Background: an optimization exercise with open tools, aiming at small area and a short achievable clock period. Do not read the settings as production practice.
The RTL was checked by simulation tests, not by an equivalence proof against the original design.
Power and IR drop assume default switching activity.

==> v6 <==
## matrix_multiplier
module matrix_multiplier #(
  parameter int DATA_WIDTH = 8,
  parameter int A_ROWS = 2,
  parameter int B_COLUMNS = 2,
  parameter int A_COLUMNS_B_ROWS = 2,
  parameter int C_DATA_WIDTH = (2 * DATA_WIDTH) + $clog2(A_COLUMNS_B_ROWS)
) (
  input                           clk_i,
  input                           reset_i,
  input                           valid_i,
  output logic                    valid_o,
  input        [A_ROWS * A_COLUMNS_B_ROWS * DATA_WIDTH-1:0]   a_i,
  input        [A_COLUMNS_B_ROWS * B_COLUMNS * DATA_WIDTH-1:0] b_i,
  output logic [A_ROWS * B_COLUMNS * C_DATA_WIDTH-1:0]         c_o
);
==> flow/config.mk <==
export PLATFORM = sky130hd
export DESIGN_NAME = matrix_multiplier
export DESIGN_NICKNAME = matrix_multiplier
export VERILOG_FILES = /design/flow/design.v
export SDC_FILE = /design/flow/constraint.sdc
export NUM_CORES = 4
export LEC_CHECK = 0
export ABC_CLOCK_PERIOD_IN_PS = 2350
export CAP_MARGIN = 20
export CORE_MARGIN = 2
export CORE_UTILIZATION = 40
export CTS_CLUSTER_DIAMETER = 80
export CTS_CLUSTER_SIZE = 28
export SETUP_SLACK_MARGIN = 4.45
export SLEW_MARGIN = 20
export SYNTH_HIERARCHICAL = 1
==> flow/constraint.sdc <==
create_clock -name core_clock -period 6.8 [get_ports {clk_i}]
set_input_delay 1.3600 -clock core_clock [delete_from_list [all_inputs] [get_ports {clk_i}]]
set_output_delay 1.3600 -clock core_clock [all_outputs]
set_load 0.01 [all_outputs]
standard.sh (not shown) runs the stock make flow with config.mk's settings and CLKGATE_MAP_FILE= SYNTH_SCRIPT=/design/flow/synth_recipe.tcl, a recipe that flattens the netlist after the stock synthesis.
==> flow/flow/run.sh <==
#!/bin/bash
# Own flow: the standard layout (standard.sh), with the ports buffered by
# plain buf_1 cells instead of the delay-buffer cell buffer_ports picks itself
# (every input and output port still gets its own buffer), and a clock tree
# built without dummy loads.
set -euo pipefail
export BUFFER_PORTS_ARGS="-buffer_cell sky130_fd_sc_hd__buf_1"
export CTS_ARGS="-sink_clustering_enable -repair_clock_nets -sink_clustering_size 28 -sink_clustering_max_diameter 80 -dont_use_dummy_load"
bash standard.sh > standard.log 2>&1
==> inputs of v16, as changes to v6 <==
==> flow/flow/run.sh (replaced) <==
#!/bin/bash
# Own flow: the standard layout (standard.sh), with the ports buffered by
# plain buf_1 cells instead of the delay-buffer cell buffer_ports picks itself.
# Every input and output port still gets its own buffer.
set -euo pipefail
export BUFFER_PORTS_ARGS="-buffer_cell sky130_fd_sc_hd__buf_1"
bash standard.sh > standard.log 2>&1
- ABC_CLOCK_PERIOD_IN_PS: 2350 -> 2400
- CTS_BUF_LIST: default -> sky130_fd_sc_hd__clkbuf_4 sky130_fd_sc_hd__clkbuf_8 sky130_fd_sc_hd__clkbuf_16
- CTS_CLUSTER_DIAMETER: 80 -> default
- CTS_CLUSTER_SIZE: 28 -> default
- SETUP_SLACK_MARGIN: 4.45 -> 4.4
==> summary of the runs <==
- In die area, v6 and v16 do not differ.
- Of v16 and v6, v6 has the higher combinational power (gap about 3%, measured against v6).
- In v16 the via count is lower than in v6, by 4.6%.
- Critical path depth is the same in v6 and v16.
- Area after synthesis is the same in v16 and v6.
- Against v6, the setup slack of v16 is better by 72 ps.
==> figures <==
| item | v6 | v16 |
|---|---|---|
| Outcome | complete, no violations | complete, no violations |
| Post-layout minimum cycle time | 2450 ps | 2380 ps |
| Internal | 6.37 mW | 7.33 mW |
| Sequential standard cell area | 0.00917 mm2 | 0.00916 mm2 |
| Worst-skew pair later-pin latency | 620 ps | 600 ps |
| Max frequency | 408 MHz | 420 MHz |
| WL met3 | 4940 um | 3390 um |
| FF-to-FF path depth | 5 | 4 |
| Slowest library cell on the worst path | sky130_fd_sc_hd__dfxtp_1 | sky130_fd_sc_hd__dfxtp_2 |
| Number of post-CTS setup repair buffers | 22 | 0 |
| Dpl ws | 4010 ps | 4030 ps |
| Proportion of power drawn by flip-flops and latches | 0.404 | 0.365 |
| Routability congestion estimate from global placement | 0.826 | 0.849 |


==> inputs of run G <==
Another version of the RTL of matrix_multiplier (not shown whole).
==> flow/design.v (excerpt) <==
module matrix_multiplier #(
  parameter int DATA_WIDTH = 8,
  parameter int A_ROWS = 2,
  parameter int B_COLUMNS = 2,
  parameter int A_COLUMNS_B_ROWS = 2,
  parameter int C_DATA_WIDTH = (2 * DATA_WIDTH) + $clog2(A_COLUMNS_B_ROWS)
) (
  input                           clk_i,
  input                           reset_i,
  input                           valid_i,
  output logic                    valid_o,
  input        [A_ROWS * A_COLUMNS_B_ROWS * DATA_WIDTH-1:0]   a_i,
  input        [A_COLUMNS_B_ROWS * B_COLUMNS * DATA_WIDTH-1:0] b_i,
  output logic [A_ROWS * B_COLUMNS * C_DATA_WIDTH-1:0]         c_o
);
Settings: LEC_CHECK=0, ABC_CLOCK_PERIOD_IN_PS=2400, CAP_MARGIN=20, CORE_MARGIN=2, CORE_UTILIZATION=40, SETUP_SLACK_MARGIN=4.4, SLEW_MARGIN=20, SYNTH_HIERARCHICAL=1; clock period 6.8 ns.
==> flow/flow/run.sh <==
#!/bin/bash
# Own flow: the standard layout (standard.sh), with the ports buffered by
# plain buf_1 cells instead of the delay-buffer cell buffer_ports picks itself
# (every input and output port still gets its own buffer), and a clock tree
# built without dummy loads and with clkbuf_8 leaf buffers.
set -euo pipefail
export BUFFER_PORTS_ARGS="-buffer_cell sky130_fd_sc_hd__buf_1"
export CTS_ARGS="-sink_clustering_enable -repair_clock_nets -dont_use_dummy_load -sink_clustering_buffer sky130_fd_sc_hd__clkbuf_8"
bash standard.sh > standard.log 2>&1
==> run A: changes against run G <==
==> flow/flow/run.sh (replaced) <==
#!/bin/bash
# Own flow: the standard layout (standard.sh), with the ports buffered by
# plain buf_1 cells instead of the delay-buffer cell buffer_ports picks itself
# (every input and output port still gets its own buffer), and a clock tree
# built without dummy loads, with clusters of up to 14 registers, each driven by a clkbuf_8.
set -euo pipefail
export BUFFER_PORTS_ARGS="-buffer_cell sky130_fd_sc_hd__buf_1"
export CTS_ARGS="-sink_clustering_enable -repair_clock_nets -dont_use_dummy_load -sink_clustering_buffer sky130_fd_sc_hd__clkbuf_8 -sink_clustering_size 14 -sink_clustering_max_diameter 80"
bash standard.sh > standard.log 2>&1
--- a/flow/config.mk
+++ b/flow/config.mk
@@ -8,7 +8,8 @@
 export ABC_CLOCK_PERIOD_IN_PS = 2400
 export CAP_MARGIN = 20
 export CORE_MARGIN = 2
-export CORE_UTILIZATION = 40
+export CORE_UTILIZATION = 50
+export PLACE_DENSITY = 0.65
 export SETUP_SLACK_MARGIN = 4.4
 export SLEW_MARGIN = 20
 export SYNTH_HIERARCHICAL = 1
==> run P: changes against run G <==
==> flow/flow/run.sh (replaced) <==
#!/bin/bash
# Own flow: the standard layout (standard.sh), with the ports buffered by
# plain buf_1 cells instead of the delay-buffer cell buffer_ports picks itself
# (every input and output port still gets its own buffer), and a clock tree
# built without dummy loads, with clusters of up to 14 registers, each driven by a clkbuf_8.
set -euo pipefail
export BUFFER_PORTS_ARGS="-buffer_cell sky130_fd_sc_hd__buf_1"
export CTS_ARGS="-sink_clustering_enable -repair_clock_nets -dont_use_dummy_load -sink_clustering_buffer sky130_fd_sc_hd__clkbuf_8 -sink_clustering_size 14 -sink_clustering_max_diameter 80"
bash standard.sh > standard.log 2>&1
--- a/flow/config.mk
+++ b/flow/config.mk
@@ -8,7 +8,8 @@
 export ABC_CLOCK_PERIOD_IN_PS = 2400
 export CAP_MARGIN = 20
 export CORE_MARGIN = 2
-export CORE_UTILIZATION = 40
+export CORE_UTILIZATION = 60
+export PLACE_DENSITY = 0.75
 export SETUP_SLACK_MARGIN = 4.4
 export SLEW_MARGIN = 20
 export SYNTH_HIERARCHICAL = 1
==> notes.md <==
quantity                                                                                        run G           run A           run P
Outcome                                                              no timing/DRC/antenna violations  no timing/DRC/antenna violations  no timing/DRC/antenna violations
Capture point of the worst path                                                              r3e0_303         c_o[17]         c_o[30]
Fraction of final layout cells sized beyond drive strength 1                                   12.64%          9.532%          6.637%
Post-CTS clock slew at the launch and capture registers of the worst setup and hold paths       60 ps           90 ps           90 ps
Vertical extent of the die                                                                   234.4 um        210.0 um        192.1 um
Critical setup path kind                                                                   reg -> reg      reg -> out      reg -> out
Register cell area after layout                                                             8909 um^2       8891 um^2       8886 um^2
Endpoint kind of the worst setup timing path                                                flip-flop  primary output  primary output
Sequential portion of the cell area                                                            37.70%          38.94%          39.14%
Critical path buffer and inverter count                                                             0               1               1
Number of vias per cell after detailed routing                                                  4.951           5.208           5.540
Met1 wire length                                                                             17100 um        15940 um        15150 um
Worst slew pin tran                                                                          311.1 ps        447.1 ps        409.5 ps
Last weighted congestion value of the routability-driven placer                                0.8428          0.8305          0.8524
Multi-input logic portion of the cell area                                                     50.36%          52.12%          52.42%
Tap Count                                                                                         688             539             455
Worst path required time                                                                      7200 ps         5440 ps         5440 ps
Net total in the final layout                                                                    2340            2302            2307
Final total power                                                                            9.216 mW        8.599 mW        8.582 mW


==> v10 <==
RTL: one of the versions met above, not the one the previous note started from.
## matrix_multiplier
module matrix_multiplier #(
  parameter int DATA_WIDTH = 8,
  parameter int A_ROWS = 2,
  parameter int B_COLUMNS = 2,
  parameter int A_COLUMNS_B_ROWS = 2,
  parameter int C_DATA_WIDTH = (2 * DATA_WIDTH) + $clog2(A_COLUMNS_B_ROWS)
) (
  input                           clk_i,
  input                           reset_i,
  input                           valid_i,
  output logic                    valid_o,
  input        [A_ROWS * A_COLUMNS_B_ROWS * DATA_WIDTH-1:0]   a_i,
  input        [A_COLUMNS_B_ROWS * B_COLUMNS * DATA_WIDTH-1:0] b_i,
  output logic [A_ROWS * B_COLUMNS * C_DATA_WIDTH-1:0]         c_o
);
make LEC_CHECK=0 ABC_CLOCK_PERIOD_IN_PS=2200 CAP_MARGIN=20 CORE_MARGIN=2 CORE_UTILIZATION=40 SETUP_SLACK_MARGIN=4.6 SLEW_MARGIN=20 SYNTH_HIERARCHICAL=1 finish   # period 6.8 ns
run.sh (not shown) runs the stock make flow with config.mk's settings and CLKGATE_MAP_FILE= SYNTH_SCRIPT=/design/flow/synth_recipe.tcl, a recipe that flattens the netlist after the stock synthesis.
Stock flow here: none of the scripts above is used.
==> inputs of v15, as changes to v10 <==
==> flow/flow/run.sh (new file) <==
#!/bin/bash
# Own flow: the standard layout (standard.sh), with the ports buffered by
# plain buf_1 cells instead of the delay-buffer cell buffer_ports picks itself.
# Every input and output port still gets its own buffer.
set -euo pipefail
export BUFFER_PORTS_ARGS="-buffer_cell sky130_fd_sc_hd__buf_1"
bash standard.sh > standard.log 2>&1
==> flow/standard.sh (new file) <==
#!/bin/bash
# synth_recipe.tcl (not shown) runs the flow's synth.tcl, then flattens the netlist and writes it again
# the make line also repeats each setting of config.mk as NAME=value (left out here)
make -C /OpenROAD-flow-scripts/flow DESIGN_CONFIG=/design/flow/config.mk WORK_HOME=/design/flow/orfs CLKGATE_MAP_FILE= SYNTH_SCRIPT=/design/flow/synth_recipe.tcl "${@:-finish}"
--- a/flow/config.mk
+++ b/flow/config.mk
@@ -7,3 +7,3 @@
 export LEC_CHECK = 0
-export ABC_CLOCK_PERIOD_IN_PS = 2200
+export ABC_CLOCK_PERIOD_IN_PS = 2600
 export CAP_MARGIN = 20
@@ -11,3 +11,3 @@
 export CORE_UTILIZATION = 40
-export SETUP_SLACK_MARGIN = 4.6
+export SETUP_SLACK_MARGIN = 4.2
 export SLEW_MARGIN = 20
removed: flow/run.sh
==> inputs of v37, as changes to v10 <==
==> flow/flow/run.sh (new file) <==
#!/bin/bash
# Own flow: the standard layout (standard.sh), with the ports buffered by
# plain buf_1 cells instead of the delay-buffer cell buffer_ports picks itself.
# Every input and output port still gets its own buffer.
set -euo pipefail
export BUFFER_PORTS_ARGS="-buffer_cell sky130_fd_sc_hd__buf_1"
bash standard.sh > standard.log 2>&1
==> flow/standard.sh (new file) <==
#!/bin/bash
# synth_recipe.tcl (not shown) runs the flow's synth.tcl, then flattens the netlist and writes it again
# the make line also repeats each setting of config.mk as NAME=value (left out here)
make -C /OpenROAD-flow-scripts/flow DESIGN_CONFIG=/design/flow/config.mk WORK_HOME=/design/flow/orfs CLKGATE_MAP_FILE= SYNTH_SCRIPT=/design/flow/synth_recipe.tcl "${@:-finish}"
--- a/flow/config.mk
+++ b/flow/config.mk
@@ -7,3 +7,3 @@
 export LEC_CHECK = 0
-export ABC_CLOCK_PERIOD_IN_PS = 2200
+export ABC_CLOCK_PERIOD_IN_PS = 2350
 export CAP_MARGIN = 20
@@ -11,3 +11,5 @@
 export CORE_UTILIZATION = 40
-export SETUP_SLACK_MARGIN = 4.6
+export CTS_CLUSTER_DIAMETER = 80
+export CTS_CLUSTER_SIZE = 28
+export SETUP_SLACK_MARGIN = 4.45
 export SLEW_MARGIN = 20
removed: flow/run.sh
==> inputs of v36, as changes to v10 <==
--- a/flow/config.mk
+++ b/flow/config.mk
@@ -7,3 +7,3 @@
 export LEC_CHECK = 0
-export ABC_CLOCK_PERIOD_IN_PS = 2200
+export ABC_CLOCK_PERIOD_IN_PS = 2600
 export CAP_MARGIN = 20
@@ -11,3 +11,3 @@
 export CORE_UTILIZATION = 40
-export SETUP_SLACK_MARGIN = 4.6
+export SETUP_SLACK_MARGIN = 4.2
 export SLEW_MARGIN = 20
==> comparison <==
v10 finished with timing, DRC and antenna clean. v15 completed without violations. v36 ran to the end with no violations. v37 passed the timing, design-rule and antenna checks. Of v37 and v15, v15 has the higher critical path depth (gap 3). In sequential cell count, v15 and v36 do not differ. First-iteration DRC count, lowest first: v36, v15, v37, v10. Non-clock buffer count: v37 is higher than v36 (101). Cell area: v10 > v37 > v36 > v15. In v15 the count of clock-buffer cells in the layout is lower than in v36, by 11. Worst setup slack: v10 > v37 > v15 > v36. Core utilization: v10 > v37 > v36 > v15.


==> inputs of job 8658 <==
matrix_multiplier again, from the RTL that the note above started with.
Design matrix_multiplier, start of the top module:
module matrix_multiplier #(
  parameter int DATA_WIDTH = 8,
  parameter int A_ROWS = 2,
  parameter int B_COLUMNS = 2,
  parameter int A_COLUMNS_B_ROWS = 2,
  parameter int C_DATA_WIDTH = (2 * DATA_WIDTH) + $clog2(A_COLUMNS_B_ROWS)
) (
  input                           clk_i,
  input                           reset_i,
  input                           valid_i,
  output logic                    valid_o,
  input        [A_ROWS * A_COLUMNS_B_ROWS * DATA_WIDTH-1:0]   a_i,
  input        [A_COLUMNS_B_ROWS * B_COLUMNS * DATA_WIDTH-1:0] b_i,
  output logic [A_ROWS * B_COLUMNS * C_DATA_WIDTH-1:0]         c_o
);
  logic [31:0] a_q, b_q;
  wire pp0_1, pp0_2, pp0_3, pp0_4, pp0_5, pp0_6, pp0_7, pp0_8, pp0_9, pp0_10, pp0_11, pp0_12, pp0_13, pp0_14, pp0_15, pp0_16;
  wire pp0_17, pp0_18, pp0_19, pp0_20, pp0_21, pp0_22, pp0_23, pp0_24, pp0_25, pp0_26, pp0_27, pp0_28, pp0_29, pp0_30, pp0_31, pp0_32;
  wire pp0_33, pp0_34, pp0_35, pp0_36, pp0_37, pp0_38, pp0_39, pp0_40, pp0_41, pp0_42, pp0_43, pp0_44, pp0_45, pp0_46, pp0_47, pp0_48;
  wire pp0_49, pp0_50, pp0_51, pp0_52, pp0_53, pp0_54, pp0_55, pp0_56, pp0_57, pp0_58, pp0_59, pp0_60, pp0_61, pp0_62, pp0_63, pp0_64;
  ...
clock: 6.8 ns
lec_check: 0
cap_margin: 20
core_margin: 2
core_utilization: 40
slew_margin: 20
synth_hierarchical: 1
Stock flow here: none of the scripts above is used.
==> inputs of job 4971, as changes to job 8658 <==
==> flow/flow/run.sh (new file) <==
#!/bin/bash
# Own flow: the standard layout (standard.sh), with the ports buffered by
# plain buf_1 cells instead of the delay-buffer cell buffer_ports picks itself.
# Every input and output port still gets its own buffer.
set -euo pipefail
export BUFFER_PORTS_ARGS="-buffer_cell sky130_fd_sc_hd__buf_1"
bash standard.sh > standard.log 2>&1
==> flow/standard.sh (new file) <==
#!/bin/bash
# synth_recipe.tcl (not shown) runs the flow's synth.tcl, then flattens the netlist and writes it again
# the make line also repeats each setting of config.mk as NAME=value (left out here)
make -C /OpenROAD-flow-scripts/flow DESIGN_CONFIG=/design/flow/config.mk WORK_HOME=/design/flow/orfs CLKGATE_MAP_FILE= SYNTH_SCRIPT=/design/flow/synth_recipe.tcl "${@:-finish}"
- ABC_CLOCK_PERIOD_IN_PS: default -> 2400
- CORE_UTILIZATION: 40 -> 60
- SETUP_SLACK_MARGIN: default -> 4.4
removed: flow/run.sh
==> results.ini <==
[status]
status = no timing/DRC/antenna violations

[global_routing]
grt_util_met3_pct = 2.98
grt_use_total_pct = 17.8

[layout]
fillers = 5006
multi_input_area_share_pct = 49.4
syn2layout_area_growth_pct = 15.5

[timing]
fin_crit_sh_pct = 41.4
timing.fmax_mhz = 355
hold_ws_ns = 0.315

[critical_path]
r2r_end = r3e3_1575

[detailed_routing]
drt_iter0_markers = 980

(the above is from job 8658)
==> results.ini <==
[status]
status = no timing/DRC/antenna violations

[global_routing]
grt_util_met3_pct = 5.00
grt_use_total_pct = 25.6

[placed_design]
hpwl_microns = 33600

[layout]
fillers = 2695
multi_input_area_share_pct = 50.5
syn2layout_area_growth_pct = 12.9

[timing]
timing.fmax_mhz = 421
fin_crit_sh_pct = 34.9

[logic_synthesis]
synth_top_area_share_pct = 40.2
synth_area_leaders = dfxtp_1, fa_1, nand2_1

[critical_path]
r2r_end = r3e0_296

(the above is from job 4971)

## afterwards: timing with drivers on the ports
The results above use ideal ports. As a check the final layouts listed here were re-extracted and re-timed, cells and wires unchanged. Step 1 assumes that a clkbuf_16 drives the clock port and a buf_2 every other input. Step 2 also shifts input and output timing later by t, the mid clock arrival at the registers, as if the neighbouring blocks saw the same clock. a / b / c = ideal / step 1 / step 2; a / b = the first two.
run	t (ns)	slack for setup (ns)	worst setup path after step 2	worst slew at a driven data input, ns	pins driven straight from the clock port
v6	0.644	4.347 / 4.288 / 4.424	register to register	0.06	1
v16	0.637	4.418 / 4.361 / 4.443	register to register	0.06	1
run G	0.583	4.444 / 4.398 / 4.444	register to register	0.04	1
run A	0.574	4.453 / 4.400 / 4.473	register to register	0.05	1
run P	0.551	4.447 / 4.394 / 4.449	register to register	0.04	1
v10	0.624	4.420 / 4.366 / 4.446	register to register	0.07	1
v15	0.643	4.308 / 4.308 / 4.308	register to register	0.05	1
v37	0.655	4.327 / 4.270 / 4.435	register to register	0.06	1
v36	0.634	4.261 / 4.203 / 4.302	register to register	0.05	1
job 8658	0.634	3.983 / 3.925 / 3.985	register to register	0.05	1
job 4971	0.623	4.424 / 4.370 / 4.448	register to register	0.04	1
After both steps every run listed still meets setup and hold.
